This design comes from an exercise in tuning for small area on the open sky130 flow, not from production work. At most, simulation tests tie the RTL to the original design; equivalence was not proved. Function not checked in runs 6 and 7: the RTL went through the layout flow alone. The clock input has no modelled driver; a real chip could not lean on it and would need a root buffer or a full tree. Power and IR drop assume default switching activity.

**design/flow/design.v**
```verilog
`timescale 1ns / 1ps
module Simon(
    output [3:0]    an,
    output [6:0]    seg,
    output [15:0]   led,
    input  [3:0]    sw,
    input           clk,
    input           btnR,      
    input           btnL,      
    input           btnC       
    );
localparam N = 11;      
localparam LW = N - 3;  
wire        rst = ~sw[3];
reg  [1:0]  state;
reg  [2:0]  round;
reg  [2:0]  count;
reg  [7:0]  ran_bits;    
reg  [7:0]  bits;        
reg  [N-1:0] A;
reg  [N-1:0] B;
reg         P1, P2;      
reg         R1, R2;      
reg         dl;          
reg         dlR;         
reg         dbL, dbR;    
reg         X;           
wire s0 = (state == 2'd0);
wire s1 = (state == 2'd1);
wire s2 = (state == 2'd2);
wire s3 = (state == 2'd3);
wire center_pressed = dl  & ~X;
wire left_pressed   = dl  & ~dbL;
wire right_pressed  = dlR & ~dbR;
wire b          = bits[count];
wire wrong      = (right_pressed & ~b) | (left_pressed & b);
wire any        = right_pressed | left_pressed;
wire last       = (count == round);
wire [LW-1:0] lo = A[LW-1:0];
wire lo_zero = ~|lo;
wire lo_last = lo[LW-1] & ~|lo[LW-2:0];       
wire lo_fb;
generate
    if (LW == 8)      assign lo_fb = lo[7] ^ lo[5] ^ lo[4] ^ lo[3] ^ ~|lo[6:0];
    else if (LW == 3) assign lo_fb = lo[2] ^ lo[1] ^ ~|lo[1:0];
    else if (LW == 2) assign lo_fb = lo[1] ^ lo[0] ^ ~lo[0];
    else              assign lo_fb = ~lo[0];
endgenerate
wire [LW-1:0] lo_next;
generate
    if (LW > 1) assign lo_next = {lo[LW-2:0], lo_fb};
    else        assign lo_next = lo_fb;
endgenerate
wire [2:0] hi = A[N-1:N-3];
wire a_ones     = lo_last & (&hi);
wire a_zero     = lo_zero & ~|hi;
wire [3:0] top  = B[3:0];
wire flash_done = a_zero & (top == {1'b0, round} + 4'd1);
wire msg_blank  = a_ones & (&top[2:0]);
wire msg_end    = msg_blank & ~top[3];
reg  [1:0]  nstate;
always @* begin
    nstate = state;
    case (state)
        2'd0: if (center_pressed) nstate = 2'd1;
        2'd1: if (flash_done)     nstate = 2'd2;
        2'd2: if (wrong)          nstate = 2'd3;
              else if (any && last) nstate = (round == 3'd7) ? 2'd3 : 2'd1;
        default: if (msg_end)     nstate = 2'd0;
    endcase
end
wire trans = (nstate != state);
wire a_clr = ~state[0] & (P1 ^ P2);
wire b_clr = ~state[0] & (R1 ^ R2);
wire [2:0] hi_inc = hi + {2'd0, lo_last};
wire [2:0] hi_next = {hi_inc[2] | (hi[2] & ~state[0]), hi_inc[1:0]};
wire b_cin = ~state[0] | a_ones;
wire [N-1:0] b_inc = B + {{(N-1){1'b0}}, b_cin};
wire [N-1:0] b_next = {b_inc[N-1] | B[N-1], b_inc[N-2:0]};
wire a_almost = lo_last & hi[1] & hi[0];           
wire l_upd = A[N-1] | (trans & a_almost & ~(P1 ^ P2));
wire r_upd = B[N-1] | (trans & (&B[N-2:0]) & ~(R1 ^ R2));
always @(posedge clk) begin
    if (rst) begin
        state    <= 2'd0;
        round    <= 3'd0;
        count    <= 3'd0;
        ran_bits <= 8'd0;
        bits     <= 8'd0;
        A        <= {N{1'b0}};
        B        <= {N{1'b0}};
        P1       <= 1'b0;
        P2       <= 1'b0;
        R1       <= 1'b0;
        R2       <= 1'b0;
        dl       <= 1'b0;
        dlR      <= 1'b0;
        dbL      <= 1'b0;
        dbR      <= 1'b0;
        X        <= 1'b0;
    end else begin
        state    <= nstate;
        ran_bits <= ran_bits + 8'd1;
        if (s0 && !center_pressed)
            bits <= ran_bits;
        case (state)
            2'd0: begin round <= 3'd0; count <= 3'd0; end
            2'd1: count <= 3'd0;
            2'd2: if (!wrong && any) begin
                      if (!last)               count <= count + 3'd1;
                      else if (round != 3'd7)  round <= round + 3'd1;
                  end
            default: ;
        endcase
        if (trans) begin
            A <= {{(N-LW){~state[0]}}, ~state[0], {(LW-1){1'b0}}};
            B <= {{(N-4){1'b0}}, {4{~state[0]}}};
        end else begin
            A <= a_clr ? {N{1'b0}} : {hi_next, lo_next};
            B <= b_clr ? {N{1'b0}} : b_next;
        end
        P1  <= s0 ? btnC : (s2 & btnL);
        P2  <= ~state[0] & P1;
        R1  <= s2 & btnR;
        R2  <= s2 & R1;
        dl  <= s0 ? X : (s2 & dbL);
        dlR <= s2 & dbR;
        if (s2 && l_upd) dbL <= P2;
        if (s2 && r_upd) dbR <= R2;
        case (state)
            2'd0: if (A[N-1]) X <= P2;
            2'd1: ;
            2'd2: X <= ~wrong;
            default: if (msg_end) X <= 1'b0;
        endcase
    end
end
wire lit = s1 & ~top[3] & A[N-1];
wire fb  = bits[top[2:0]];
wire [1:0] led_flash = lit ? {~fb, fb} : 2'b00;
wire show = s3 & ~msg_blank;
reg  [3:0] an_d;
reg  [6:0] seg_d;
always @* begin
    case (A[N-2:N-3])
        2'b00: begin an_d = 4'b0111; seg_d = X ? 7'b0011001 : 7'b1000111; end
        2'b01: begin an_d = 4'b1011; seg_d = X ? 7'b0000110 : 7'b1000000; end
        2'b10: begin an_d = 4'b1101; seg_d = X ? 7'b0001000 : 7'b0010010; end
        default: begin an_d = 4'b1110; seg_d = X ? 7'b0001001 : 7'b0000110; end
    endcase
end
assign an  = show ? an_d  : 4'b1111;
assign seg = show ? seg_d : 7'b1111111;
assign led[15:8] = sw[0] ? bits : 8'd0;
assign led[7:6]  = sw[1] ? state : 2'd0;
assign led[5:4]  = led_flash;
assign led[3]    = 1'b0;
assign led[2:0]  = sw[2] ? round : count;
endmodule
```
**design/flow/flow/run.sh**
```bash
#!/bin/bash
# The standard layout with these changes:
#  - after the standard synthesis, the combinational logic between the
#    flip-flops is re-mapped for area with Yosys/ABC (deepsyn, dch, amap),
#    trying a few random seeds and keeping the smallest netlist; the
#    flip-flops are untouched (see remap.ys);
#  - port buffers use the smallest buffer cell (every port still gets one);
set -euo pipefail
W=$(pwd)
P=$FLOW_PLATFORM
PD=$FLOW_HOME/platforms/$P
LIB=$(ls $PD/lib/sky130_fd_sc_hd__tt_025C_1v80.lib)
YOSYS=$FLOW_HOME/../tools/install/yosys/bin/yosys
RES=$W/orfs/results/$P/Simon/base

export BUFFER_PORTS_ARGS="-buffer_cell sky130_fd_sc_hd__buf_1"
export CTS_ARGS="-sink_clustering_enable -repair_clock_nets -dont_use_dummy_load"
export POST_CTS_TCL="$W/flow/post_cts.tcl"
export POST_FLOORPLAN_TCL="$W/flow/restructure.tcl"

# 1. the standard synthesis
bash standard.sh synth > standard_synth.log 2>&1

# 2. re-map the combinational logic
D=$W/remap
mkdir -p $D
python3 $W/flow/split_lib.py $PD/config.mk $LIB $D > $D/split_lib.log 2>&1
cp $RES/1_2_yosys.v $D/1_2_yosys.standard.v
best=""
best_area=""
for seed in 0 1 2 3 4 5; do
  printf 'strash\n&get -n\n&deepsyn -T 10 -S %s\n&put\ndch -f\namap -m -Q 0.1 -F 20 -A 20 -C 5000\ntopo\n' $seed > $D/abc_$seed.script
  sed -e "s#@DIR@#$D#g" -e "s#@TOP@#$FLOW_TOP#g" -e "s#@SEED@#$seed#g" $W/flow/remap.ys > $D/remap_$seed.ys
  if $YOSYS -s $D/remap_$seed.ys > $D/yosys_$seed.log 2>&1; then
    area=$(grep "Chip area" $D/yosys_$seed.log | tail -1 | awk '{print $NF}')
    echo "seed $seed: $area" >> $D/areas.log
    if [[ -z "$best" ]] || awk -v a="$area" -v b="$best_area" 'BEGIN { exit !(a < b) }'; then
      best=$seed
      best_area=$area
    fi
  fi
done
if [[ -n "$best" ]]; then
  echo "using seed $best: $best_area" >> $D/areas.log
  cp $D/remap_$best.v $RES/1_2_yosys.v
fi

# 3. the rest of the standard layout, from the re-mapped netlist
bash standard.sh > standard_flow.log 2>&1
```
**design/flow/flow/post_cts.tcl**
```tcl
set pc_block [ord::get_db_block]
set pc_root [$pc_block findInst clkbuf_0_clk]
if { $pc_root ne "NULL" && $pc_root ne "" } {
  set pc_in [[$pc_root findITerm A] getNet]
  set pc_out [[$pc_root findITerm X] getNet]
  set pc_loads {}
  foreach it [$pc_out getITerms] {
    if { [$it getInst] ne $pc_root } { lappend pc_loads $it }
  }
  set pc_ok [expr { [llength $pc_loads] <= 4 && [llength [$pc_out getBTerms]] == 0 }]
  foreach it $pc_loads {
    if { ![string match "sky130_fd_sc_hd__clkbuf_*" [[[$it getInst] getMaster] getName]] } { set pc_ok 0 }
  }
  if { $pc_ok } {
    puts "post_cts: removing [$pc_root getName], [llength $pc_loads] leaf buffers now driven by [$pc_in getName]"
    foreach it $pc_loads { $it disconnect; $it connect $pc_in }
    odb::dbInst_destroy $pc_root
    odb::dbNet_destroy $pc_out
    estimate_parasitics -placement
  } else {
    puts "post_cts: root buffer kept"
  }
}

# Each leaf buffer drives only 10 to 20 flip-flops: give each the smallest
# buffer that keeps the estimated clock-pin slew of its flip-flops under 120 ps.
proc pc_leaf_slew { inst } {
  set mx 0
  set net [[$inst findITerm X] getNet]
  foreach it [$net getITerms] {
    if { [$it getInst] eq $inst } { continue }
    set p [get_pins [[$it getInst] getName]/[[$it getMTerm] getName]]
    set s [get_property $p slew_max]
    if { $s > $mx } { set mx $s }
  }
  return $mx
}
set pc_clk [[ord::get_db_block] findNet clk]
if { $pc_clk ne "NULL" && $pc_clk ne "" && [llength [$pc_clk getITerms]] <= 4 } {
  foreach it [$pc_clk getITerms] {
    set inst [$it getInst]
    set orig [[$inst getMaster] getName]
    if { ![string match "sky130_fd_sc_hd__clkbuf_*" $orig] } { continue }
    set name [$inst getName]
    set done 0
    foreach cell {sky130_fd_sc_hd__buf_4 sky130_fd_sc_hd__buf_6} {
      replace_cell $name $cell
      estimate_parasitics -placement
      set s [pc_leaf_slew $inst]
      if { $s < 0.120 } {
        puts "post_cts: $name is now $cell, max clock-pin slew $s"
        set done 1
        break
      }
    }
    if { !$done } {
      replace_cell $name $orig
      estimate_parasitics -placement
      puts "post_cts: $name kept as $orig"
    }
  }
}
```
**design/flow/flow/remap.ys**
```
# Re-map the combinational logic of the standard synthesis for area.
# The flip-flops are read as black boxes, so they stay exactly as the
# standard synthesis made them (same instances, names and cell types).
read_liberty -lib @DIR@/ff.lib
read_liberty -ignore_miss_func @DIR@/comb.lib
read_verilog @DIR@/1_2_yosys.standard.v
hierarchy -top @TOP@
flatten
opt_clean -purge
abc -liberty @DIR@/all.lib -script @DIR@/abc_@SEED@.script
opt_clean -purge
hilomap -singleton -hicell sky130_fd_sc_hd__conb_1 HI -locell sky130_fd_sc_hd__conb_1 LO
insbuf -buf sky130_fd_sc_hd__buf_1 A X
opt_clean -purge
stat -liberty @DIR@/all.lib
write_verilog -noattr -noexpr -nohex -nodec @DIR@/remap_@SEED@.v
```
**design/flow/flow/restructure.tcl**
```tcl
# Re-map the combinational logic for area (registers are not touched).
# restructure reads the liberty file itself and ignores set_dont_use, so it
# gets a copy of the library without the platform's don't-use cells.
set rmp_dir $::env(OBJECTS_DIR)/restructure
file mkdir $rmp_dir
set rmp_lib $rmp_dir/restructure.lib
set rmp_fi [open [lindex $::env(LIB_FILES) 0] r]
set rmp_fo [open $rmp_lib w]
set rmp_skip 0
set rmp_dropped 0
while { [gets $rmp_fi rmp_line] >= 0 } {
  if { $rmp_skip } {
    if { $rmp_line eq "    \}" } { set rmp_skip 0 }
    continue
  }
  if { [regexp {^    cell \("([^"]+)"\) \{} $rmp_line -> rmp_name] } {
    foreach rmp_pat $::env(DONT_USE_CELLS) {
      if { [string match $rmp_pat $rmp_name] } { set rmp_skip 1; break }
    }
    if { $rmp_skip } { incr rmp_dropped; continue }
  }
  puts $rmp_fo $rmp_line
}
close $rmp_fi
close $rmp_fo
puts "restructure: library without $rmp_dropped don't-use cells"
set rmp_lo "[lindex $::env(TIELO_CELL_AND_PORT) 0]/[lindex $::env(TIELO_CELL_AND_PORT) 1]"
set rmp_hi "[lindex $::env(TIEHI_CELL_AND_PORT) 0]/[lindex $::env(TIEHI_CELL_AND_PORT) 1]"
puts "restructure: before"
report_design_area
restructure -target area -liberty_file $rmp_lib -tielo_port $rmp_lo -tiehi_port $rmp_hi \
  -work_dir $rmp_dir -abc_logfile $::env(LOG_DIR)/2_1_restructure_abc.log
puts "restructure: after"
report_design_area
# restructure can leave a tie cell whose output drives nothing: remove it
foreach inst [[ord::get_db_block] getInsts] {
  if { [[$inst getMaster] getName] ne [lindex $::env(TIELO_CELL_AND_PORT) 0] } { continue }
  set used 0
  foreach it [$inst getITerms] {
    set n [$it getNet]
    if { $n ne "NULL" && $n ne "" && ([llength [$n getITerms]] > 1 || [llength [$n getBTerms]] > 0) } { set used 1 }
  }
  if { !$used } {
    puts "restructure: removing unused tie cell [$inst getName]"
    odb::dbInst_destroy $inst
  }
}
# no cell the platform marks don't-use may remain
foreach inst [[ord::get_db_block] getInsts] {
  set m [[$inst getMaster] getName]
  foreach pat $::env(DONT_USE_CELLS) {
    if { [string match $pat $m] } { error "restructure left don't-use cell $m ([$inst getName])" }
  }
}
```
**design/flow/flow/split_lib.py**
```python
#!/usr/bin/env python3
"""Split the platform liberty file for the combinational re-mapping step.

usage: split_lib.py PLATFORM_CONFIG_MK LIBERTY OUTDIR
Writes OUTDIR/ff.lib (sequential cells), OUTDIR/comb.lib (combinational
cells) and OUTDIR/all.lib (both), each without the cells the platform's
config.mk lists in DONT_USE_CELLS.
"""
import fnmatch
import re
import sys

cfg, lib, out = sys.argv[1:4]

# DONT_USE_CELLS from the platform config (export DONT_USE_CELLS += a b \ ...)
dont_use = []
lines = open(cfg).read().split("\n")
i = 0
while i < len(lines):
    if re.match(r"\s*export\s+DONT_USE_CELLS\s*\+?=", lines[i]):
        text = lines[i].split("=", 1)[1]
        while text.rstrip().endswith("\\") and i + 1 < len(lines):
            i += 1
            text = text.rstrip()[:-1] + " " + lines[i]
        dont_use += text.split()
    i += 1

src = open(lib).read().split("\n")
first = next(k for k, l in enumerate(src) if re.match(r'^    cell \("', l))
header = "\n".join(src[:first])
cells = []
cur = None
for line in src[first:]:
    m = re.match(r'^    cell \("([^"]+)"\) \{', line)
    if cur is None:
        if m:
            cur = [m.group(1), [line]]
        continue
    cur[1].append(line)
    if line == "    }":
        cells.append(cur)
        cur = None

kept = [c for c in cells if not any(fnmatch.fnmatch(c[0], p) for p in dont_use)]
seq = [c for c in kept if re.search(r"^\s*(ff|latch|statetable)\s*\(", "\n".join(c[1]), re.M)]
comb = [c for c in kept if c not in seq]


def write(name, group):
    with open(f"{out}/{name}", "w") as f:
        f.write(header + "\n" + "\n".join("\n".join(c[1]) for c in group) + "\n}\n")


write("ff.lib", seq)
write("comb.lib", comb)
write("all.lib", comb + seq)
print(f"split_lib: {len(dont_use)} don't-use patterns, {len(cells) - len(kept)} cells dropped, "
      f"{len(comb)} combinational, {len(seq)} sequential")
```
**design/flow/standard.sh**
```bash
#!/bin/bash
# synth_recipe.tcl (not shown) runs the flow's synth.tcl, then flattens the netlist and writes it again
# the make line also repeats each setting of config.mk as NAME=value (left out here)
make -C /OpenROAD-flow-scripts/flow DESIGN_CONFIG=/design/flow/config.mk WORK_HOME=/design/flow/orfs CLKGATE_MAP_FILE= SYNTH_SCRIPT=/design/flow/synth_recipe.tcl "${@:-finish}"
```
**design/flow/config.mk**
```make
export PLATFORM = sky130hd
export DESIGN_NAME = Simon
export DESIGN_NICKNAME = Simon
export VERILOG_FILES = /design/flow/design.v
export SDC_FILE = /design/flow/constraint.sdc
export NUM_CORES = 4
export LEC_CHECK = 0
export CAP_MARGIN = 20
export CORE_MARGIN = 2
export CORE_UTILIZATION = 40
export SLEW_MARGIN = 20
```
**design/flow/constraint.sdc**
```tcl
create_clock -name core_clock -period 10.0 [get_ports {clk}]
set_input_delay 2.0000 -clock core_clock [delete_from_list [all_inputs] [get_ports {clk}]]
set_output_delay 2.0000 -clock core_clock [all_outputs]
set_load 0.01 [all_outputs]
```
==> reports/qor.yml, run 1 <==
outcome:
  outcome: "complete, no violations"
layout:
  layout_commonest_cell: "clkinv_1"
  antennaDiodeCount: 0
  final_cell_mix: "clkinv_1, dfxtp_1, nor2_1, buf_1, o21ai_0"
  layout-drive-gt1-share_pct: 1.127
  area_delta_synth_final_pct: 11.59
  fin_area_sq_um: 2711
  final_net_count: 366
timing:
  slew_headroom_pct: 28.92
  skew_ns: 0.01943
  fin_crit_ns: 4.690
  fin_crit_sh_pct: 46.90
  slew_violations: 0
  max_freq_mhz: 213.2
  worst_slack_ns: 5.310
  whs_ns: 0.4289
  setup_violations: 0
  hold_viol: 0
  fin_setup_tns_ns: 0
  worst_slew_pin_slew_ns: 1.055
  rsz0062_at_grt: "no"
power:
  cellPowerDensity_nw_per_um2: 122.3
  leakagePower_nw: 0.8522
  ir_drop_mv: 0.07217
clocking:
  cts.sinks: 55
  clk_pin_slew_ns: 0.11
  insertion_delay_ns: 0.15
global_route:
  grt_use_met3_pct: 2.747
  grt_pass1_wl_mm: 9.370
  met1_usage_pct: 25.15
  grt_usage_pct: 17.76
  grt_overflow: 0
  grt.busiest_layer: "met2"
  grt_use_met2_pct: 28.46
  grt_max_degree: 18
  grt_pass1_vias: 2002
  antenna_found_initial: 0
worst_setup_path:
  cp_max_fo: 15
  crit_path_start_kind: "input port"
  cp.arrival_ns: 4.69
  worstSetupPathType: "input port to register"
  critPathRequiredTime_ns: 10.00
  worstSetupEndpointType: "register"
drt:
  vias: 2294
  wl_per_cell_um: 13.24
  wirelength_mm: 5.692
  dr.first_iter.drc_count: 111
  vias_per_cell: 5.335
  first_pass_iters: 4
  postRouteAntennaNets: 0
  drc_errors: 0
floorplan:
  core_sq_um: 5886
  ios: 35
  die_h_um: 81.94
  die_w_um: 81.94
  initial_core_util_pct: 41.28
  rows: 28
  dieArea_sq_um: 6714
logic_synthesis:
  synthCells: 320
  syn_area_per_cell_sq_um: 7.593
  synth_nets: 328
  yosysWarnings: 1
  synth_area_sq_um: 2430
placed_design:
  dp_hpwl_mm: 4.387
  port_buffers: 33
  place_ws_ns: 5.115
  gp_congestion: 0.8243
  placed_area_sq_um: 2674
flow_run:
  cap_violations: 0
min_path:
  min_path_type: "register to register"
-- power breakdown --
part / switching (mW) / total (mW) / internal [mW]
clock: 0.0556 / 0.0823 / 0.0268
combinational: 0.0154 / 0.0232 / 0.00782
sequential: 0.00305 / 0.226 / 0.223
total: 0.0740 / 0.332 / 0.257
-- registers in the layout, indices dropped and copies added, names as in the netlist --
signal,cells
state,2
dl,1
dbL,1
dlR,1
P2,1
R1,1
R2,1
X,1
count,3
B,11
dbR,1
A,11
round,3
bits,8
ran_bits,8
P1,1
-- final timing paths --
path	from	to	slack, ns	cells after the start
setup reg to reg	A[3]$_SDFF_PP0_	B[10]$_SDFF_PP0_	6.19	23
hold / removal	A[1]$_SDFF_PP0_	A[2]$_SDFF_PP0_	0.43	2
hold reg to reg	A[1]$_SDFF_PP0_	A[2]$_SDFF_PP0_	0.43	2
setup / recovery	sw[3]	A[8]$_SDFF_PN0_	5.31	8
-- cell type report --
cell class	instances	area, sq um
Multi-Input combinational cell	193	1092
Inverter	70	262.8
Timing Repair Buffer	33	123.9
Sequential cell	55	1101
Clock buffer	4	37.54
Fill cell	625	3174
Tap cell	75	93.84
-- per-layer routing --
layer,part of all wire [%],vias to the layer above
met2,43,65
met4,1.0,0
met3,5.9,6
li1,-,1205
met5,0,-
met1,50,1018
-- critical path, stage by stage --
cell and delay (ns):
buf_1 0.13, clkinv_1 0.41, nor3_1 0.73, clkinv_1 0.26, o32ai_1 0.45, nor2b_1 0.13, o21ai_1 0.38, o21ai_0 0.19
-- stage by stage --
stage / total power, mW / instances / util [%]
after floorplan: 0.2485 / 320 / -
after global placement: 0.2542 / 426 / 45.43
after detailed placement: 0.2543 / 426 / 45.43
after global routing: 0.3464 / 430 / 46.07
final: 0.3315 / 430 / 46.07
==> run 2: changes to the inputs <==
--- a/design/flow/flow/run.sh
+++ b/design/flow/flow/run.sh
@@ -16,7 +16,6 @@
 export BUFFER_PORTS_ARGS="-buffer_cell sky130_fd_sc_hd__buf_1"
 export CTS_ARGS="-sink_clustering_enable -repair_clock_nets -dont_use_dummy_load"
 export POST_CTS_TCL="$W/flow/post_cts.tcl"
-export POST_FLOORPLAN_TCL="$W/flow/restructure.tcl"
 
 # 1. the standard synthesis
 bash standard.sh synth > standard_synth.log 2>&1
removed: design/flow/flow/restructure.tcl
==> run 2 against run 1 <==
- flip-flop and latch count did not move
- setup slack improved by 0.096 ns
- fmax rose by 2.1%
- critical path depth fell by 4
- clock power rose by 2%
- clock-buffer cell count did not move
- critical path type is now input port to primary output
- largest power group unchanged
==> reports/qor.yml, run 2 <==
drt:
  dr.first_iter.drc_count: 153  # +38%
  wl_per_cell_um: 13.21  # -0.18%
  route.met2.wl_mm: 2.488  # +1.0%
  vias: 2294  # unchanged
  routed.top_layer: "met4"
  vias_per_cell: 5.323  # -0.23%
  m1WireLength_mm: 2.906  # +2.6%
  drc_errors: 0  # unchanged
  first_pass_iters: 4  # unchanged
  wl_met3_um: 250  # -26%
  postRouteAntennaNets: 0  # unchanged
  wirelength_mm: 5.695  # about the same
global_route:
  grt_usage_pct: 18.06  # +0.31 points
  grt_pass1_wl_mm: 9.342  # -0.30%
  antenna_found_initial: 0  # unchanged
  grt_pass1_vias: 1990  # -0.60%
  grt_overflow: 0  # unchanged
  grt_max_degree: 18  # unchanged
floorplan:
  ios: 35  # unchanged
  initial_core_util_pct: 41.28  # unchanged
  core_sq_um: 5886  # unchanged
  dieArea_sq_um: 6714  # unchanged
  die_h_um: 81.94  # unchanged
  rows: 28  # unchanged
  die_w_um: 81.94  # unchanged
worst_setup_path:
  cp.arrival_ns: 2.59  # -2.10 ns
  worstSetupPathType: "input port to primary output"
  worstSetupEndpointType: "primary output"
  cp_max_fo: 4  # -11
  crit_path_start_kind: "input port"
  critPathRequiredTime_ns: 8.00  # -2.00 ns
  regToRegSetupSlack_ns: 6.89  # +0.70 ns
logic_synthesis:
  synth_nets: 328  # unchanged
  syn_area_per_cell_sq_um: 7.593  # unchanged
  synth_area_sq_um: 2430  # unchanged
  yosysWarnings: 1  # unchanged
  synthCells: 320  # unchanged
layout:
  antennaDiodeCount: 0  # unchanged
  area_delta_synth_final_pct: 10.50
  final_cell_mix: "clkinv_1, dfxtp_1, nor2_1, buf_1, o21ai_0"
  top_regs: "A: 11 flops, B: 11 flops"
  layout_commonest_cell: "clkinv_1"
  layout-drive-gt1-share_pct: 1.124  # -0.0032 points
  final_net_count: 366  # unchanged
placed_design:
  gp_congestion: 0.8493  # +3.0%
  dp_hpwl_mm: 4.377  # -0.23%
  port_buffers: 33  # unchanged
timing:
  fin_crit_sh_pct: 45.94  # -0.96 points
  setup_violations: 0  # unchanged
  fin_crit_ns: 4.594  # -0.09564 ns
  skew_ns: 0.02822  # +0.008794 ns
  max_freq_mhz: 217.7  # +2.1%
  rsz0062_at_grt: "no"
  hold_viol: 0  # unchanged
  slew_headroom_pct: 27.73  # -1.2 points
  slew_violations: 0  # unchanged
  worst_slew_pin_slew_ns: 1.073  # +0.01759 ns
  whs_ns: 0.4385  # +0.009516 ns
  fin_setup_tns_ns: 0  # unchanged
min_path:
  min_path_type: "register to register"
power:
  leakagePower_nw: 0.8116  # -4.8%
  cellPowerDensity_nw_per_um2: 124.6  # +1.9%
  ir_drop_mv: 0.06544  # -9.3%
clocking:
  cts.sinks: 55  # unchanged
  insertion_delay_ns: 0.15  # about the same
  clk_pin_slew_ns: 0.10  # about the same
flow_run:
  cap_violations: 0  # unchanged
outcome:
  outcome: "complete, no violations"
run 2: final cells by class:
cell class / instances / area (sq um)
sequential: 55 / 1101
multi-input combinational: 196 / 1070
fill: 608 / 3201
inverter: 68 / 255.2
clock buffer: 4 / 41.29
tap: 75 / 93.84
timing repair buffer: 33 / 123.9
run 2: power breakdown:
| part | internal (mW) | switching (mW) | total [mW] |
|---|---|---|---|
| Sequential | 0.223 | 0.00385 | 0.227 |
| Clock | 0.0294 | 0.0544 | 0.0838 |
| Combinational | 0.00861 | 0.0153 | 0.0239 |
| Total | 0.261 | 0.0736 | 0.335 |
run 2: path summary, 6_finish.rpt:
| kind | start | endpoint | cells after the start |
|---|---|---|---|
| max | sw[2] | led[1] | 4 |
| min | A[1]$_SDFF_PP0_ | A[2]$_SDFF_PP0_ | 2 |
| min reg2reg | A[1]$_SDFF_PP0_ | A[2]$_SDFF_PP0_ | 2 |
| max reg2reg | A[4]$_SDFF_PP0_ | B[10]$_SDFF_PP0_ | 18 |
run 2: metrics by stage:
step	worst slack, ns	area (sq um)	power [mW]	utilization [%]	instances
floorplan	5.671	2430	0.2485	-	320
global placement	5.442	2644	0.2554	44.92	427
detailed placement	5.401	2644	0.2558	44.92	427
global route	5.148	2685	0.3500	45.62	431
finish	5.406	2685	0.3347	45.62	431
run 2: metal layers:
layer | up-vias | global-route usage [%]
met4 | 0 | 5.333
met2 | 55 | 28.05
met1 | 1037 | 25.83
met3 | 4 | 2.747
li1 | 1198 | -
met5 | - | 0
run 2: worst max-delay path, cell delays in order:
cell,delay [ns]
buf_1,0.15
clkinv_1,0.12
o22ai_1,0.16
buf_1,0.17
==> run 3: changes to the inputs <==
==> design/flow/flow/run.sh (replaced) <==
#!/bin/bash
# The standard layout with these changes:
#  - after the standard synthesis, the combinational logic between the
#    flip-flops is re-mapped for area with Yosys/ABC (deepsyn, dch, amap),
#    trying a few random seeds and keeping the smallest netlist that Yosys
#    proves equivalent to the standard one; the flip-flops are untouched
#    (remap.ys, remap_check.ys);
#  - port buffers use the smallest buffer cell (every port still gets one);
set -euo pipefail
W=$(pwd)
P=$FLOW_PLATFORM
PD=$FLOW_HOME/platforms/$P
LIB=$(ls $PD/lib/sky130_fd_sc_hd__tt_025C_1v80.lib)
YOSYS=$FLOW_HOME/../tools/install/yosys/bin/yosys
RES=$W/orfs/results/$P/Simon/base

export BUFFER_PORTS_ARGS="-buffer_cell sky130_fd_sc_hd__buf_1"
export CTS_ARGS="-sink_clustering_enable -repair_clock_nets -dont_use_dummy_load"
export POST_CTS_TCL="$W/flow/post_cts.tcl"

# 1. the standard synthesis
bash standard.sh synth > standard_synth.log 2>&1

# 2. re-map the combinational logic
D=$W/remap
mkdir -p $D
python3 $W/flow/split_lib.py $PD/config.mk $LIB $D > $D/split_lib.log 2>&1
cp $RES/1_2_yosys.v $D/1_2_yosys.standard.v
remap_seed() {
  local seed=$1
  printf 'strash\n&get -n\n&deepsyn -T 10 -S %s\n&put\ndch -f\namap -m -Q 0.1 -F 20 -A 20 -C 5000\ntopo\n' $seed > $D/abc_$seed.script
  for f in remap remap_check; do
    sed -e "s#@DIR@#$D#g" -e "s#@FLOW@#$W/flow#g" -e "s#@TOP@#$FLOW_TOP#g" -e "s#@SEED@#$seed#g" \
      $W/flow/$f.ys > $D/${f}_$seed.ys
  done
  if $YOSYS -s $D/remap_$seed.ys > $D/yosys_$seed.log 2>&1 &&
     $YOSYS -s $D/remap_check_$seed.ys > $D/yosys_check_$seed.log 2>&1; then
    echo "$seed $(grep 'Chip area' $D/yosys_$seed.log | tail -1 | awk '{print $NF}')" > $D/area_$seed.txt
  fi
}
for batch in "0 1 2 3" "4 5 6 7"; do
  for seed in $batch; do remap_seed $seed & done
  wait
done
# keep the smallest netlist that was proved equivalent (else the standard one)
cat $D/area_*.txt > $D/areas.log 2>/dev/null || true
best=$(sort -k2 -g $D/areas.log | head -1 | awk '{print $1}')
if [[ -n "$best" ]]; then
  echo "using seed $best" >> $D/areas.log
  cp $D/remap_$best.v $RES/1_2_yosys.v
fi

# 3. the rest of the standard layout, from the re-mapped netlist
bash standard.sh > standard_flow.log 2>&1
==> design/flow/flow/dff_model.v (new file) <==
// Behaviour of the platform's flip-flop cell, for the equivalence check of
// the re-mapped netlist against the standard synthesis (remap_check.ys).
module sky130_fd_sc_hd__dfxtp_1 (input CLK, input D, output reg Q);
  always @(posedge CLK) Q <= D;
endmodule
==> design/flow/flow/remap_check.ys (new file) <==
# Prove the re-mapped netlist equivalent to the standard synthesis: the
# flip-flops are the same instances with the same names in both, so the
# signals are paired by name and each flip-flop input is proved equal.
read_liberty -ignore_miss_func @DIR@/comb.lib
read_verilog @FLOW@/dff_model.v
read_verilog @DIR@/1_2_yosys.standard.v
rename @TOP@ gold
read_verilog @DIR@/remap_@SEED@.v
rename @TOP@ gate
proc
flatten gold gate
rename -hide gold/w:_*
rename -hide gate/w:_*
opt_clean
equiv_make gold gate equiv
hierarchy -top equiv
equiv_simple -seq 2
equiv_induct
equiv_status -assert
==> run 3 against run 2 <==
- clock power about the same
- flip-flop and latch count unchanged
- worst hold slack unchanged
- critical endpoint unchanged
- area after synthesis unchanged
- sequential share of layout area unchanged
- die area unchanged
- first-iteration DRC count unchanged
==> reports/qor.yml, run 3 <==
outcome:
  outcome: "complete, no violations"
floorplan:
  ios: 35  # unchanged
  rows: 28  # unchanged
  initial_core_util_pct: 41.28  # unchanged
  dieArea_sq_um: 6714  # unchanged
  die_h_um: 81.94  # unchanged
  die_w_um: 81.94  # unchanged
  core_sq_um: 5886  # unchanged
global_route:
  antenna_found_initial: 0  # unchanged
  grt_usage_pct: 18.06  # unchanged
  grt_pass1_vias: 1990  # unchanged
  grt_overflow: 0  # unchanged
  grt_max_degree: 18  # unchanged
  grt_pass1_wl_mm: 9.342  # unchanged
placed_design:
  gp_congestion: 0.8493  # unchanged
  placed_area_sq_um: 2644  # unchanged
  dp.cells: 427  # unchanged
  port_buffers: 33  # unchanged
  dp_hpwl_mm: 4.377  # unchanged
timing:
  fin_crit_sh_pct: 45.94  # unchanged
  skew_ns: 0.02822  # unchanged
  hold_viol: 0  # unchanged
  setup_violations: 0  # unchanged
  slew_violations: 0  # unchanged
  max_freq_mhz: 217.7  # unchanged
  worst_slew_pin_slew_ns: 1.073  # unchanged
  fin_setup_tns_ns: 0  # unchanged
  fin_crit_ns: 4.594  # unchanged
  rsz0062_at_grt: "no"
  slew_headroom_pct: 27.73  # unchanged
layout:
  fin_area_sq_um: 2685  # unchanged
  fin_cells: 431  # unchanged
  final_net_count: 366  # unchanged
  top_regs: "A: 11 flops, B: 11 flops"
  area_delta_synth_final_pct: 10.50  # unchanged
  layout-drive-gt1-share_pct: 1.124  # unchanged
  layout_commonest_cell: "clkinv_1"
  final_cell_mix: "clkinv_1, dfxtp_1, nor2_1, buf_1, o21ai_0"
  antennaDiodeCount: 0  # unchanged
worst_setup_path:
  cp.arrival_ns: 2.59  # about the same
  cp_max_fo: 4  # unchanged
  critPathSlowestCell: "buf_1"
  critPathRequiredTime_ns: 8.00  # about the same
  slowest_delay_ns: 0.17  # about the same
  crit_chain: "buf_1, clkinv_1, o22ai_1, buf_1"
  worstSetupPathType: "input port to primary output"
  crit_path_start: "sw[2]"
  cpLargestDelayFamily: "buffers and inverters"
  critPathBufInv: 3  # unchanged
  crit_path_start_kind: "input port"
  cp_common_cell: "buf_1"
  r2r_cells: 18  # unchanged
  r2r-start: "A[4]$_SDFF_PP0_"
  cp.depth: 4  # unchanged
  worstSetupEndpointType: "primary output"
drt:
  wirelength_mm: 5.695  # unchanged
  wl_per_cell_um: 13.21  # unchanged
  drc_errors: 0  # unchanged
  postRouteAntennaNets: 0  # unchanged
  dr.first_iter.drc_count: 153  # unchanged
  vias_per_cell: 5.323  # unchanged
  vias: 2294  # unchanged
  first_pass_iters: 4  # unchanged
power:
  leakagePower_nw: 0.8116  # unchanged
  ir_drop_mv: 0.06544  # unchanged
  cellPowerDensity_nw_per_um2: 124.6  # unchanged
clocking:
  insertion_delay_ns: 0.15  # about the same
  clk_pin_slew_ns: 0.10  # about the same
  cts.sinks: 55  # unchanged
min_path:
  min-delay-start: "A[1]$_SDFF_PP0_"
  min_path_type: "register to register"
  hold_depth: 2  # unchanged
logic_synthesis:
  syn_area_per_cell_sq_um: 7.593  # unchanged
  synth_area_sq_um: 2430  # unchanged
  yosysWarnings: 1  # unchanged
  synthCells: 320  # unchanged
  synth_nets: 328  # unchanged
flow_run:
  cap_violations: 0  # unchanged
-- run 3: cell counts in the layout (fill, tap and decap cells not counted) --
No cell type changed its count.
-- run 3: per-stage QoR --
| stage | worst slack, ns | total power, mW | hold slack (ns) | util [%] |
|---|---|---|---|---|
| 3_3_place_gp | 5.442 | 0.2554 | 0.4229 | 44.92 |
| 3_5_place_dp | 5.401 | 0.2558 | 0.4241 | 44.92 |
| 6_report | 5.406 | 0.3347 | 0.4385 | 45.62 |
| 5_1_grt | 5.148 | 0.3500 | 0.4631 | 45.62 |
| 2_1_floorplan | 5.671 | 0.2485 | 0.4033 | - |
-- run 3: report_power, final --
part	total [mW]	switching, mW	internal, mW
logic	0.0239	0.0153	0.00861
clock network	0.0838	0.0544	0.0294
registers	0.227	0.00385	0.223
total	0.335	0.0736	0.261
-- run 3: final cells by class --
class,count,area [sq um]
multi-input combinational,196,1070
fill,608,3201
inverter,68,255.2
sequential,55,1101
timing repair buffer,33,123.9
tap,75,93.84
clock buffer,4,41.29
-- run 3: worst register-to-register path, stage by stage, from the launching register on --
cell and delay, ns:
dfxtp_1 0.33, clkinv_1 0.07, nand4_1 0.08, nor4_1 0.47
nand2_1 0.18, nor2_1 0.21, nand2_1 0.15, nor2_1 0.16
nor2_1 0.10, nor2_1 0.13, nand2_1 0.10, nor2_1 0.15
clkinv_1 0.10, nor2_1 0.24, and3_1 0.24, nand2_1 0.09
nor2_1 0.14, nor2_1 0.05, nor2_1 0.07
-- run 3: final timing paths --
| kind | to | slack (ns) |
|---|---|---|
| worst max register to register | B[10]$_SDFF_PP0_ | 6.89 |
| worst max-delay path | led[1] | 5.41 |
| worst min-delay path | A[2]$_SDFF_PP0_ | 0.44 |
| worst min register to register | A[2]$_SDFF_PP0_ | 0.44 |
-- run 3: metal layers --
metal,part of all wire (%),track usage [%],vias up
met4,0.88,5.333,0
li1,-,-,1198
met2,44,28.05,55
met1,51,25.83,1037
met3,4.4,2.747,4
met5,0,0,-
==> run 4: changes to the inputs <==
--- a/design/flow/flow/run.sh
+++ b/design/flow/flow/run.sh
@@ -28,7 +28,7 @@
 cp $RES/1_2_yosys.v $D/1_2_yosys.standard.v
 remap_seed() {
   local seed=$1
-  printf 'strash\n&get -n\n&deepsyn -T 10 -S %s\n&put\ndch -f\namap -m -Q 0.1 -F 20 -A 20 -C 5000\ntopo\n' $seed > $D/abc_$seed.script
+  printf 'strash\n&get -n\n&deepsyn -J 50 -T 60 -S %s\n&put\ndch -f\namap -m -Q 0.1 -F 20 -A 20 -C 5000\ntopo\n' $seed > $D/abc_$seed.script
   for f in remap remap_check; do
     sed -e "s#@DIR@#$D#g" -e "s#@FLOW@#$W/flow#g" -e "s#@TOP@#$FLOW_TOP#g" -e "s#@SEED@#$seed#g" \
       $W/flow/$f.ys > $D/${f}_$seed.ys
==> run 4 against run 3 <==
- flip-flop and latch count is the same
- wire length is the same
- first-iteration DRC count is the same
==> reports/qor.yml, run 4 <==
layout:
  postLayoutCoreUtil_pct: 45.62  # unchanged
  top_regs: "A: 11 flops, B: 11 flops"
  antennaDiodeCount: 0  # unchanged
  final_net_count: 366  # unchanged
  final_cell_mix: "clkinv_1, dfxtp_1, nor2_1, buf_1, o21ai_0"
  area_delta_synth_final_pct: 10.50  # unchanged
  nFillCells: 608  # unchanged
  fin_cells: 431  # unchanged
  fin_area_sq_um: 2685  # unchanged
  layout_commonest_cell: "clkinv_1"
  layout-drive-gt1-share_pct: 1.124  # unchanged
power:
  total_power_uw: 334.7  # unchanged
  leakagePower_nw: 0.8116  # unchanged
  cellPowerDensity_nw_per_um2: 124.6  # unchanged
  ir_drop_mv: 0.06544  # unchanged
worst_setup_path:
  worstSetupPathType: "input port to primary output"
  crit_path_start: "sw[2]"
  crit_chain: "buf_1, clkinv_1, o22ai_1, buf_1"
  worstSetupEndpointType: "primary output"
  r2r-start: "A[4]$_SDFF_PP0_"
  crit_end: "led[1]"
  crit_path_start_kind: "input port"
  r2r_cells: 18  # unchanged
  critPathSlowestCell: "buf_1"
  cp_common_cell: "buf_1"
  cp_max_fo: 4  # unchanged
  critPathRequiredTime_ns: 8.00  # about the same
  r2r_end: "B[10]$_SDFF_PP0_"
  slowest_delay_ns: 0.17  # about the same
  regToRegSetupSlack_ns: 6.89  # about the same
  cp.arrival_ns: 2.59  # about the same
flow_run:
  cap_violations: 0  # unchanged
global_route:
  grt_pass1_wl_mm: 9.342  # unchanged
  grt_overflow: 0  # unchanged
  grt_usage_pct: 18.06  # unchanged
  grt_pass1_vias: 1990  # unchanged
  antenna_found_initial: 0  # unchanged
  grt_max_degree: 18  # unchanged
timing:
  fin_crit_sh_pct: 45.94  # unchanged
  worst_slew_pin_slew_ns: 1.073  # unchanged
  hold_viol: 0  # unchanged
  whs_ns: 0.4385  # unchanged
  fin_crit_ns: 4.594  # unchanged
  setup_violations: 0  # unchanged
  fin_setup_tns_ns: 0  # unchanged
  skew_ns: 0.02822  # unchanged
  max_freq_mhz: 217.7  # unchanged
  worst_slack_ns: 5.406  # unchanged
  rsz0062_at_grt: "no"
  slew_violations: 0  # unchanged
  slew_headroom_pct: 27.73  # unchanged
floorplan:
  initial_core_util_pct: 41.28  # unchanged
  die_w_um: 81.94  # unchanged
  dieArea_sq_um: 6714  # unchanged
  rows: 28  # unchanged
  ios: 35  # unchanged
  die_h_um: 81.94  # unchanged
  core_sq_um: 5886  # unchanged
placed_design:
  dp_hpwl_mm: 4.377  # unchanged
  placed_area_sq_um: 2644  # unchanged
  dp.cells: 427  # unchanged
  port_buffers: 33  # unchanged
  gp_congestion: 0.8493  # unchanged
  place_ws_ns: 5.401  # unchanged
drt:
  postRouteAntennaNets: 0  # unchanged
  dr.first_iter.drc_count: 153  # unchanged
  vias_per_cell: 5.323  # unchanged
  wl_per_cell_um: 13.21  # unchanged
  wirelength_mm: 5.695  # unchanged
  drc_errors: 0  # unchanged
  vias: 2294  # unchanged
  first_pass_iters: 4  # unchanged
logic_synthesis:
  yosysWarnings: 1  # unchanged
  synth_area_sq_um: 2430  # unchanged
  synth_nets: 328  # unchanged
  syn_area_per_cell_sq_um: 7.593  # unchanged
  synthCells: 320  # unchanged
clocking:
  cts.sinks: 55  # unchanged
  clk_pin_slew_ns: 0.10  # about the same
  insertion_delay_ns: 0.15  # about the same
min_path:
  hold_depth: 2  # unchanged
  min_path_type: "register to register"
outcome:
  outcome: "complete, no violations"
## run 4: metal layers
| metal | track usage, % | vias to the layer above | wire length [um] |
|---|---|---|---|
| li1 | - | 1198 | - |
| met1 | 25.83 | 1037 | 2906 |
| met2 | 28.05 | 55 | 2488 |
| met3 | 2.747 | 4 | 250 |
| met4 | 5.333 | 0 | 50 |
| met5 | 0 | - | 0 |
## run 4: worst min-delay path by stage
stage                     from              end
2_1_floorplan  A[1]$_SDFF_PP0_  A[2]$_SDFF_PP0_
3_3_place_gp   A[1]$_SDFF_PP0_  A[2]$_SDFF_PP0_
3_5_place_dp   A[2]$_SDFF_PP0_  A[3]$_SDFF_PP0_
5_1_grt        A[1]$_SDFF_PP0_  A[2]$_SDFF_PP0_
6_report       A[1]$_SDFF_PP0_  A[2]$_SDFF_PP0_
## run 4: critical path, delay by kind of cell
family,cells,cell delay (ns)
AO/OA/AOI/OAI,1,0.16
buffers and inverters,3,0.44
## run 4: final cells by class
cell class              count  area (sq um)  area share (%)
repair buffers             33         123.9           4.613
inverters                  68         255.2           9.506
flip-flops and latches     55          1101           41.01
clock buffers               4         41.29           1.538
multi-input cells         196          1070           39.84
well taps                  75         93.84           3.495
## run 4: power breakdown
part           total, mW  internal, mW  switching (mW)
clock network     0.0838        0.0294          0.0544
registers          0.227         0.223         0.00385
logic             0.0239       0.00861          0.0153
==> run 5: changes to the inputs <==
--- a/design/flow/design.v
+++ b/design/flow/design.v
@@ -32,7 +32,8 @@
 wire center_pressed = dl  & ~X;
 wire left_pressed   = dl  & ~dbL;
 wire right_pressed  = dlR & ~dbR;
-wire b          = bits[count];
+wire [2:0] bidx = state[0] ? B[2:0] : count;
+wire b          = bits[bidx];
 wire wrong      = (right_pressed & ~b) | (left_pressed & b);
 wire any        = right_pressed | left_pressed;
 wire last       = (count == round);
@@ -136,7 +137,7 @@
     end
 end
 wire lit = s1 & ~top[3] & A[N-1];
-wire fb  = bits[top[2:0]];
+wire fb  = b;
 wire [1:0] led_flash = lit ? {~fb, fb} : 2'b00;
 wire show = s3 & ~msg_blank;
 reg  [3:0] an_d;
==> run 5 against run 4 <==
- still clean
- clock power barely moved
- flip-flop and latch count did not move
- setup slack got worse by 0.39 ns
- critical endpoint is now led[4]
==> reports/qor.yml, run 5 <==
global_route:
  grt_pass1_wl_mm: 8.749  # -6.3%
  grt_overflow: 0  # unchanged
  grt_usage_pct: 16.74  # -1.3 points
  grt_use_met2_pct: 27.95  # -0.098 points
  antenna_found_initial: 0  # unchanged
  grt.busiest_layer: "met2"
  met1_usage_pct: 22.75  # -3.1 points
  grt_pass1_vias: 1944  # -2.3%
  grt_max_degree: 17  # -1
  grt_use_met3_pct: 2.967  # +0.22 points
layout:
  top_regs: "A: 11 flops, B: 11 flops"
  layout_commonest_cell: "clkinv_1"
  layout-drive-gt1-share_pct: 1.404  # +0.28 points
  area_delta_synth_final_pct: 10.90
  nFillCells: 607  # -0.16%
  final_net_count: 366  # unchanged
  fin_cells: 431  # unchanged
  final_cell_mix: "clkinv_1, dfxtp_1, nor2_1, buf_1, o21ai_0"
  antennaDiodeCount: 0  # unchanged
drt:
  wirelength_mm: 5.332  # -6.4%
  drc_errors: 0  # unchanged
  vias_per_cell: 5.162  # -3.0%
  vias: 2225  # -3.0%
  first_pass_iters: 4  # unchanged
  dr.first_iter.drc_count: 118  # -23%
  postRouteAntennaNets: 0  # unchanged
  wl_per_cell_um: 12.37  # -6.4%
timing:
  rsz0062_at_grt: "no"
  fin_crit_sh_pct: 49.80  # +3.9 points
  worst_slew_pin_slew_ns: 0.6441  # -0.4285 ns
  fin_setup_tns_ns: 0  # unchanged
  fin_crit_ns: 4.980  # +0.3855 ns
  slew_headroom_pct: 56.92  # +29 points
  max_freq_mhz: 200.8  # -7.7%
  hold_viol: 0  # unchanged
  skew_ns: 0.02836  # +0.0001431 ns
  slew_violations: 0  # unchanged
  setup_violations: 0  # unchanged
clocking:
  insertion_delay_ns: 0.15  # about the same
  clk_pin_slew_ns: 0.09  # about the same
  cts.sinks: 55  # unchanged
placed_design:
  gp_congestion: 0.8316  # -2.1%
  port_buffers: 33  # unchanged
  dp_hpwl_mm: 4.127  # -5.7%
  dp.cells: 427  # unchanged
logic_synthesis:
  synth_area_sq_um: 2410  # -0.82%
  synthCells: 319  # -0.31%
  synth_nets: 327  # -0.30%
  syn_area_per_cell_sq_um: 7.554  # -0.51%
  yosysWarnings: 1  # unchanged
power:
  power_frac_clock_pct: 24.7  # -0.4 points
  leakagePower_nw: 0.8419  # +3.7%
  combPwrFrac_pct: 7.9  # +0.8 points
  ir_drop_mv: 0.04884  # -25%
  swShare_pct: 22.63  # +0.65 points
  cellPowerDensity_nw_per_um2: 127.3  # +2.2%
  p_sw_uw: 77.03  # +4.7%
  intPower_uw: 263.3  # +0.84%
  p_seq_share_pct: 67.4  # -0.4 points
worst_setup_path:
  critPathSlowestCell: "dfxtp_1"
  cp.arrival_ns: 2.98  # +0.39 ns
  worstSetupPathType: "register to primary output"
  crit_chain: "clkinv_1, o22ai_1, clkinv_1, a221oi_1, nor3_1, a31oi_1, clkinv_1, nor2_1, buf_1"
  crit_path_start_kind: "register"
  worstSetupEndpointType: "primary output"
  critPathBufInv: 4  # +1
  cpLargestDelayFamily: "compound AO/OA/AOI/OAI gates"
  cp_common_cell: "clkinv_1"
  critPathRequiredTime_ns: 8.00  # about the same
  slowest_delay_ns: 0.57  # +0.40 ns
  cp_max_fo: 15  # +11
floorplan:
  core_sq_um: 5886  # unchanged
  die_w_um: 81.62  # -0.40%
  die_h_um: 81.62  # -0.40%
  initial_core_util_pct: 40.94  # -0.34 points
  rows: 28  # unchanged
  ios: 35  # unchanged
  dieArea_sq_um: 6661  # -0.79%
flow_run:
  cap_violations: 0  # unchanged
outcome:
  outcome: "complete, no violations"
min_path:
  min_path_type: "register to register"
==> run 5: final timing paths <==
kind	cells after the start	slack [ns]	endpoint	startpoint
min reg2reg	2	0.45	R2$_SDFF_PN0_	R1$_SDFF_PN0_
max reg2reg	13	5.85	A[10]$_SDFF_PN0_	state[0]$_SDFF_PN0_
min	2	0.45	R2$_SDFF_PN0_	R1$_SDFF_PN0_
max	9	5.02	led[4]	state[0]$_SDFF_PN0_
==> run 5: stage by stage <==
step	hold slack, ns	instance area [sq um]	util (%)	worst slack (ns)	total power, mW
after detailed placement	0.4343	2631	44.71	5.218	0.2610
after global routing	0.4693	2673	45.41	4.696	0.3560
after global placement	0.4261	2631	44.71	5.243	0.2607
after floorplan	0.4140	2410	-	5.671	0.2527
final	0.4453	2673	45.41	5.020	0.3403
==> run 5: layout make-up <==
cell class,instances,area (sq um),share of cell area [%]
multi-input cells,197,1057,39.56
repair buffers,34,131.4,4.916
clock buffers,4,41.29,1.545
flip-flops and latches,55,1101,41.20
well taps,75,93.84,3.511
inverters,66,247.7,9.270
==> run 5: power by group through the flow <==
| stage | Clock, mW | Sequential (mW) | Combinational, mW |
|---|---|---|---|
| global route | 0.0954 | 0.230 | 0.0303 |
| global placement | 0 | 0.234 | 0.0263 |
| finish | 0.0840 | 0.229 | 0.0269 |
| floorplan | 0 | 0.233 | 0.0198 |
| detailed placement | 0 | 0.234 | 0.0267 |
==> run 5: worst min-delay path, stage by stage (launching register included) <==
cell	delay [ns]
dfxtp_1	0.31
clkinv_1	0.06
nor2_1	0.04
==> run 5: metal layers <==
layer / share of wire (%) / vias up
li1: - / 1187
met1: 50 / 999
met2: 46 / 39
met3: 3.3 / 0
met4: 0 / 0
met5: 0 / -
==> run 6: changes to the inputs <==
--- a/design/flow/design.v
+++ b/design/flow/design.v
@@ -121,11 +121,11 @@
             B <= b_clr ? {N{1'b0}} : b_next;
         end
         P1  <= s0 ? btnC : (s2 & btnL);
-        P2  <= ~state[0] & P1;
+        P2  <= P1;               
         R1  <= s2 & btnR;
-        R2  <= s2 & R1;
+        R2  <= R1;               
         dl  <= s0 ? X : (s2 & dbL);
-        dlR <= s2 & dbR;
+        dlR <= dbR;              
         if (s2 && l_upd) dbL <= P2;
         if (s2 && r_upd) dbR <= R2;
         case (state)
==> run 6 against run 5 <==
- still clean
- non-clock buffer count is the same
- clock-buffer cell count stayed put
- register-to-register slack got worse by 0.21 ns
- critical path depth unchanged
- cell area is 0.84% higher
- sequential power barely moved
- via count increased by 2.1%
- critical endpoint is now led[5]
- largest power group unchanged
- highest routed layer is now met4
==> reports/qor.yml, run 6 <==
outcome:
  outcome: "complete, no violations"
layout:
  antennaDiodeCount: 0  # unchanged
  postLayoutCoreUtil_pct: 45.79  # +0.38 points
  final_net_count: 366  # unchanged
  seq_area_sq_um: 1101  # unchanged
  top_regs: "A: 11 flops, B: 11 flops"
  layout_commonest_cell: "clkinv_1"
  multi_input_comb_area_sq_um: 1104  # +4.4%
  nFillCells: 621  # +2.3%
  final_cell_mix: "clkinv_1, dfxtp_1, nor2_1, buf_1, o21ai_0"
  area_delta_synth_final_pct: 10.92  # about the same
  layout-drive-gt1-share_pct: 1.404  # unchanged
global_route:
  grt_pass1_wl_mm: 8.997  # +2.8%
  grt_pass1_vias: 2029  # +4.4%
  grt_use_met2_pct: 27.97  # about the same
  grt_usage_pct: 16.96  # +0.22 points
  met1_usage_pct: 22.86  # +0.12 points
  grt_overflow: 0  # unchanged
  grt_use_met3_pct: 3.516  # +0.55 points
  grt_max_degree: 19  # +2
  antenna_found_initial: 0  # unchanged
  grt.busiest_layer: "met2"
timing:
  hold_viol: 0  # unchanged
  worst_slew_pin_slew_ns: 0.5328  # -0.1113 ns
  fin_setup_tns_ns: 0  # unchanged
  fin_crit_ns: 4.996  # +0.01563 ns
  slew_headroom_pct: 64.43  # +7.5 points
  setup_violations: 0  # unchanged
  fin_crit_sh_pct: 49.96  # +0.16 points
  max_freq_mhz: 200.2  # -0.31%
  rsz0062_at_grt: "no"
  slew_violations: 0  # unchanged
  skew_ns: 0.03876  # +0.01040 ns
flow_run:
  cap_violations: 0  # unchanged
clocking:
  clk_pin_slew_ns: 0.11  # +0.02 ns
  insertion_delay_ns: 0.16  # about the same
  cts.sinks: 55  # unchanged
power:
  ir_drop_mv: 0.05216  # +6.8%
  leakagePower_nw: 0.8726  # +3.6%
  total_power_uw: 337.0  # -0.99%
  cellPowerDensity_nw_per_um2: 125.0  # -1.8%
drt:
  wirelength_mm: 5.416  # +1.6%
  first_pass_iters: 4  # unchanged
  vias_per_cell: 5.271  # +2.1%
  drc_errors: 0  # unchanged
  postRouteAntennaNets: 0  # unchanged
  vias: 2272  # +2.1%
  dr.first_iter.drc_count: 151  # +28%
  wl_per_cell_um: 12.57  # +1.6%
logic_synthesis:
  syn_area_per_cell_sq_um: 7.617  # +0.83%
  synth_area_sq_um: 2430  # +0.83%
  synthCells: 319  # unchanged
  yosysWarnings: 1  # unchanged
  synth_nets: 327  # unchanged
worst_setup_path:
  worstSetupPathType: "register to primary output"
  crit_path_start_kind: "register"
  cp.arrival_ns: 3.00  # +0.02 ns
  worstSetupEndpointType: "primary output"
  critPathSlowestCell: "dfxtp_1"
  crit_chain: "clkinv_1, o22ai_1, clkinv_1, a22oi_1, o22ai_1, o21ai_0, clkinv_1, nor2_1, buf_1"
  cp_max_fo: 16  # +1
  slowest_delay_ns: 0.67  # +0.10 ns
  critPathRequiredTime_ns: 8.00  # about the same
  cp_common_cell: "clkinv_1"
floorplan:
  ios: 35  # unchanged
  dieArea_sq_um: 6714  # +0.80%
  die_w_um: 81.94  # +0.40%
  initial_core_util_pct: 41.28  # +0.34 points
  die_h_um: 81.94  # +0.40%
  core_sq_um: 5886  # unchanged
  rows: 28  # unchanged
min_path:
  min_path_type: "register to register"
placed_design:
  dp_hpwl_mm: 4.191  # +1.5%
  port_buffers: 33  # unchanged
  gp_congestion: 0.8394  # +0.94%
-- run 6: metrics by stage --
| step | setup WS (ns) | hold WS (ns) | instances | area [sq um] |
|---|---|---|---|---|
| 2_1_floorplan | 5.671 | 0.4033 | 319 | 2430 |
| 3_3_place_gp | 5.338 | 0.4248 | 427 | 2651 |
| 3_5_place_dp | 5.209 | 0.4291 | 427 | 2651 |
| 5_1_grt | 4.596 | 0.4165 | 431 | 2695 |
| 6_report | 5.004 | 0.4036 | 431 | 2695 |
-- run 6: path summary, 6_finish.rpt --
check,slack (ns),start,to,depth (start not counted)
worst max-delay path,5.00,state[0]$_SDFF_PN0_,led[5],9
worst min-delay path,0.40,P1$_SDFF_PN0_,P2$_SDFF_PN0_,2
worst max register to register,5.64,state[0]$_SDFF_PN0_,A[9]$_SDFF_PN0_,15
worst min register to register,0.40,P1$_SDFF_PN0_,P2$_SDFF_PN0_,2
-- run 6: critical path, delay by kind of cell, from the launching register on --
family / cells / cell delay (ns)
buffers and inverters: 4 / 1.00
AO/OA/AOI/OAI: 4 / 1.08
AND/OR/NAND/NOR: 1 / 0.13
flip-flops: 1 / 0.67
-- run 6: cell type report --
| type | count | area share [%] |
|---|---|---|
| multi-input combinational | 204 | 40.95 |
| sequential | 55 | 40.85 |
| clock buffer | 4 | 1.625 |
| tap | 75 | 3.482 |
| inverter | 59 | 8.217 |
| timing repair buffer | 34 | 4.875 |
-- run 6: routing by layer --
metal / up-vias / routed length, um
met3: 4 / 224
met1: 1035 / 2705
met5: - / 0
met2: 35 / 2442
met4: 0 / 44
li1: 1198 / -
-- run 6: where the power goes --
part | switching, mW | internal (mW) | leakage, nW | total [mW]
clock | 0.0582 | 0.0307 | 0.0241 | 0.0889
sequential | 0.00360 | 0.223 | 0.446 | 0.227
combinational | 0.0136 | 0.00769 | 0.403 | 0.0213
==> run 7: changes to the inputs <==
--- a/design/flow/design.v
+++ b/design/flow/design.v
@@ -32,8 +32,7 @@
 wire center_pressed = dl  & ~X;
 wire left_pressed   = dl  & ~dbL;
 wire right_pressed  = dlR & ~dbR;
-wire [2:0] bidx = state[0] ? B[2:0] : count;
-wire b          = bits[bidx];
+wire b          = bits[count];
 wire wrong      = (right_pressed & ~b) | (left_pressed & b);
 wire any        = right_pressed | left_pressed;
 wire last       = (count == round);
@@ -89,13 +88,9 @@
         ran_bits <= 8'd0;
         bits     <= 8'd0;
         A        <= {N{1'b0}};
-        B        <= {N{1'b0}};
         P1       <= 1'b0;
         P2       <= 1'b0;
-        R1       <= 1'b0;
-        R2       <= 1'b0;
         dl       <= 1'b0;
-        dlR      <= 1'b0;
         dbL      <= 1'b0;
         dbR      <= 1'b0;
         X        <= 1'b0;
@@ -113,19 +108,13 @@
                   end
             default: ;
         endcase
-        if (trans) begin
+        if (trans)
             A <= {{(N-LW){~state[0]}}, ~state[0], {(LW-1){1'b0}}};
-            B <= {{(N-4){1'b0}}, {4{~state[0]}}};
-        end else begin
+        else
             A <= a_clr ? {N{1'b0}} : {hi_next, lo_next};
-            B <= b_clr ? {N{1'b0}} : b_next;
-        end
         P1  <= s0 ? btnC : (s2 & btnL);
-        P2  <= P1;               
-        R1  <= s2 & btnR;
-        R2  <= R1;               
+        P2  <= ~state[0] & P1;
         dl  <= s0 ? X : (s2 & dbL);
-        dlR <= dbR;              
         if (s2 && l_upd) dbL <= P2;
         if (s2 && r_upd) dbR <= R2;
         case (state)
@@ -136,8 +125,17 @@
         endcase
     end
 end
+always @(posedge clk) begin
+    if (trans)
+        B <= {{(N-4){1'b0}}, {4{~state[0]}}};
+    else
+        B <= b_clr ? {N{1'b0}} : b_next;
+    R1  <= s2 & btnR;
+    R2  <= s2 & R1;
+    dlR <= s2 & dbR;
+end
 wire lit = s1 & ~top[3] & A[N-1];
-wire fb  = b;
+wire fb  = bits[top[2:0]];
 wire [1:0] led_flash = lit ? {~fb, fb} : 2'b00;
 wire show = s3 & ~msg_blank;
 reg  [3:0] an_d;
==> run 7 against run 6 <==
- largest power group unchanged
- cell area is 0.46% higher
- clock skew shrank 0.030 ns
- area after synthesis up 0.77%
- critical endpoint is now led[0]
- clock-buffer cell count unchanged
- utilization shrank 0.060 points
- die area rose by 0.73%
==> reports/qor.yml, run 7 <==
outcome:
  outcome: "complete, no violations"
timing:
  fin_crit_sh_pct: 46.14  # -3.8 points
  setup_violations: 0  # unchanged
  fin_crit_ns: 4.614  # -0.3818 ns
  fin_setup_tns_ns: 0  # unchanged
  rsz0062_at_grt: "no"
  hold_viol: 0  # unchanged
  slew_headroom_pct: 29.87  # -35 points
  skew_ns: 0.008841  # -0.02992 ns
  worst_slack_ns: 5.386  # +0.3818 ns
  max_freq_mhz: 216.7  # +8.3%
  worst_slew_pin_slew_ns: 1.038  # +0.5055 ns
  slew_violations: 0  # unchanged
layout:
  nFillCells: 602  # -3.1%
  top_regs: "A: 11 flops, B: 11 flops"
  final_net_count: 362  # -1.1%
  antennaDiodeCount: 0  # unchanged
  layout_commonest_cell: "clkinv_1"
  fin_area_sq_um: 2708  # +0.46%
  layout-drive-gt1-share_pct: 1.136  # -0.27 points
  area_delta_synth_final_pct: 10.58
  final_cell_mix: "clkinv_1, dfxtp_1, nor2_1, buf_1, o21ai_0"
floorplan:
  initial_core_util_pct: 41.36  # +0.073 points
  ios: 35  # unchanged
  dieArea_sq_um: 6763  # +0.73%
  die_h_um: 82.24  # +0.37%
  core_sq_um: 5921  # +0.60%
  die_w_um: 82.24  # +0.37%
  rows: 28  # unchanged
worst_setup_path:
  r2r_end: "B[9]$_SDFF_PP0_"
  crit_end: "led[0]"
  crit_path_start: "sw[2]"
  cp.arrival_ns: 2.61  # -0.39 ns
  crit_chain: "buf_1, clkinv_1, o22ai_1, buf_1"
  slowest_delay_ns: 0.17  # -0.50 ns
  critPathSlowestCell: "o22ai_1"
  worstSetupEndpointType: "primary output"
  worstSetupPathType: "input port to primary output"
  crit_path_start_kind: "input port"
  r2r-start: "A[3]$_SDFF_PP0_"
  regToRegSetupSlack_ns: 6.37  # +0.73 ns
  r2r_cells: 18  # +3
  cp_max_fo: 4  # -12
  cp_common_cell: "buf_1"
  critPathRequiredTime_ns: 8.00  # about the same
min_path:
  min_path_type: "register to register"
placed_design:
  dp_hpwl_mm: 4.340  # +3.6%
  placed_area_sq_um: 2663  # +0.42%
  gp_congestion: 0.8434  # +0.48%
  port_buffers: 33  # unchanged
  place_ws_ns: 5.397  # +0.1881 ns
global_route:
  grt_overflow: 0  # unchanged
  antenna_found_initial: 0  # unchanged
  grt_max_degree: 16  # -3
  grt_use_met2_pct: 25.81  # -2.2 points
  grt_usage_pct: 17.47  # +0.51 points
  grt.busiest_layer: "met1"
  grt_pass1_wl_mm: 9.232  # +2.6%
  met1_usage_pct: 26.20  # +3.3 points
  grt_pass1_vias: 1974  # -2.7%
  grt_use_met3_pct: 3.043  # -0.47 points
power:
  leakagePower_nw: 0.8746  # +0.23%
  ir_drop_mv: 0.1039  # +99%
  cellPowerDensity_nw_per_um2: 161.4  # +29%
drt:
  first_pass_iters: 4  # unchanged
  wl_per_cell_um: 13.21  # +5.1%
  vias: 2322  # +2.2%
  drc_errors: 0  # unchanged
  wirelength_mm: 5.641  # +4.2%
  dr.first_iter.drc_count: 93  # -38%
  vias_per_cell: 5.438  # +3.2%
  postRouteAntennaNets: 0  # unchanged
logic_synthesis:
  syn_area_per_cell_sq_um: 7.749  # +1.7%
  yosysWarnings: 1  # unchanged
  synth_area_sq_um: 2449  # +0.77%
  synthCells: 316  # -0.94%
  synth_nets: 324  # -0.92%
clocking:
  cts.sinks: 55  # unchanged
  insertion_delay_ns: 0.13  # -0.03 ns
  clk_pin_slew_ns: 0.09  # -0.02 ns
flow_run:
  cap_violations: 0  # unchanged
run 7: report_power, final:
group / internal, mW / switching (mW) / leakage, nW
Sequential: 0.242 / 0.0216 / 0.448
Combinational: 0.0335 / 0.0524 / 0.402
Clock: 0.0321 / 0.0551 / 0.0242
Total: 0.308 / 0.129 / 0.875
run 7: area by class of cell:
type,count,area (sq um),share of cell area (%)
flip-flops and latches,55,1101,40.67
inverters,60,225.2,8.318
clock buffers,4,45.04,1.664
well taps,75,93.84,3.466
repair buffers,33,123.9,4.575
multi-input cells,200,1119,41.31
run 7: metrics by stage:
| stage | std cells | hold slack [ns] | utilization, % | power [mW] |
|---|---|---|---|---|
| after floorplan | 316 | 0.4140 | - | 0.3313 |
| after global placement | 423 | 0.4319 | 44.97 | 0.3523 |
| after detailed placement | 423 | 0.4376 | 44.97 | 0.3532 |
| after global routing | 427 | 0.4817 | 45.73 | 0.4641 |
| final | 427 | 0.4512 | 45.73 | 0.4371 |
run 7: critical path: cells and delay by family:
kind,cells,cell delay [ns]
AOI/OAI and AO/OA,1,0.17
buffers and inverters,3,0.45
run 7: worst min-delay path by stage:
stage / from / to / cells after the start
final: P1$_SDFF_PN0_ / P2$_SDFF_PN0_ / 2
after global routing: P1$_SDFF_PN0_ / P2$_SDFF_PN0_ / 2
after detailed placement: P1$_SDFF_PN0_ / P2$_SDFF_PN0_ / 2
after global placement: ran_bits[0]$_SDFF_PN0_ / ran_bits[0]$_SDFF_PN0_ / 1
after floorplan: ran_bits[0]$_SDFF_PN0_ / ran_bits[0]$_SDFF_PN0_ / 1
run 7: layer usage:
layer  vias to the layer above  routed length (um)
met2                        53                2433
met5                         -                   0
li1                       1194                   -
met1                      1067                2862
met3                         8                 267
met4                         0                  78

## static timing again, ports no longer ideal
The results above use ideal ports. As a check the final layouts listed here were re-extracted and re-timed, cells and wires unchanged.
Step 1 (the two cells are an assumption about what drives the block):
set clk [get_ports {clk}]
set_driving_cell -lib_cell sky130_fd_sc_hd__clkbuf_16 $clk
set_driving_cell -lib_cell sky130_fd_sc_hd__buf_2 [delete_from_list [all_inputs] $clk]
Step 2, shift: input delay + t, output delay - t, t = (earliest + latest rising clock arrival at the registers) / 2. This alone moves slack from input paths to output paths.
Three values: ideal ports, drivers, drivers and shift; two values: the first two.
run	t, ns	setup slack, ns	worst setup path at the end	latest minus earliest clock arrival (ns)
run 1	0.189	5.310 / 5.286 / 5.145	input to register	0.020 / 0.020
run 2	0.188	5.406 / 5.381 / 5.381	input to output	0.028 / 0.029
run 3	0.188	5.406 / 5.381 / 5.381	input to output	0.028 / 0.029
run 4	0.188	5.406 / 5.381 / 5.381	input to output	0.028 / 0.029
run 5	0.185	5.020 / 4.967 / 5.153	register to output	0.029 / 0.029
run 6	0.194	5.004 / 4.953 / 5.147	register to output	0.039 / 0.038
run 7	0.179	5.386 / 5.358 / 5.361	input to output	0.009 / 0.009
After both steps setup and hold are still met in every run listed. The setup slack of run 1, which loses most, moves by -0.024 ns with the drivers and by -0.165 ns with both steps.
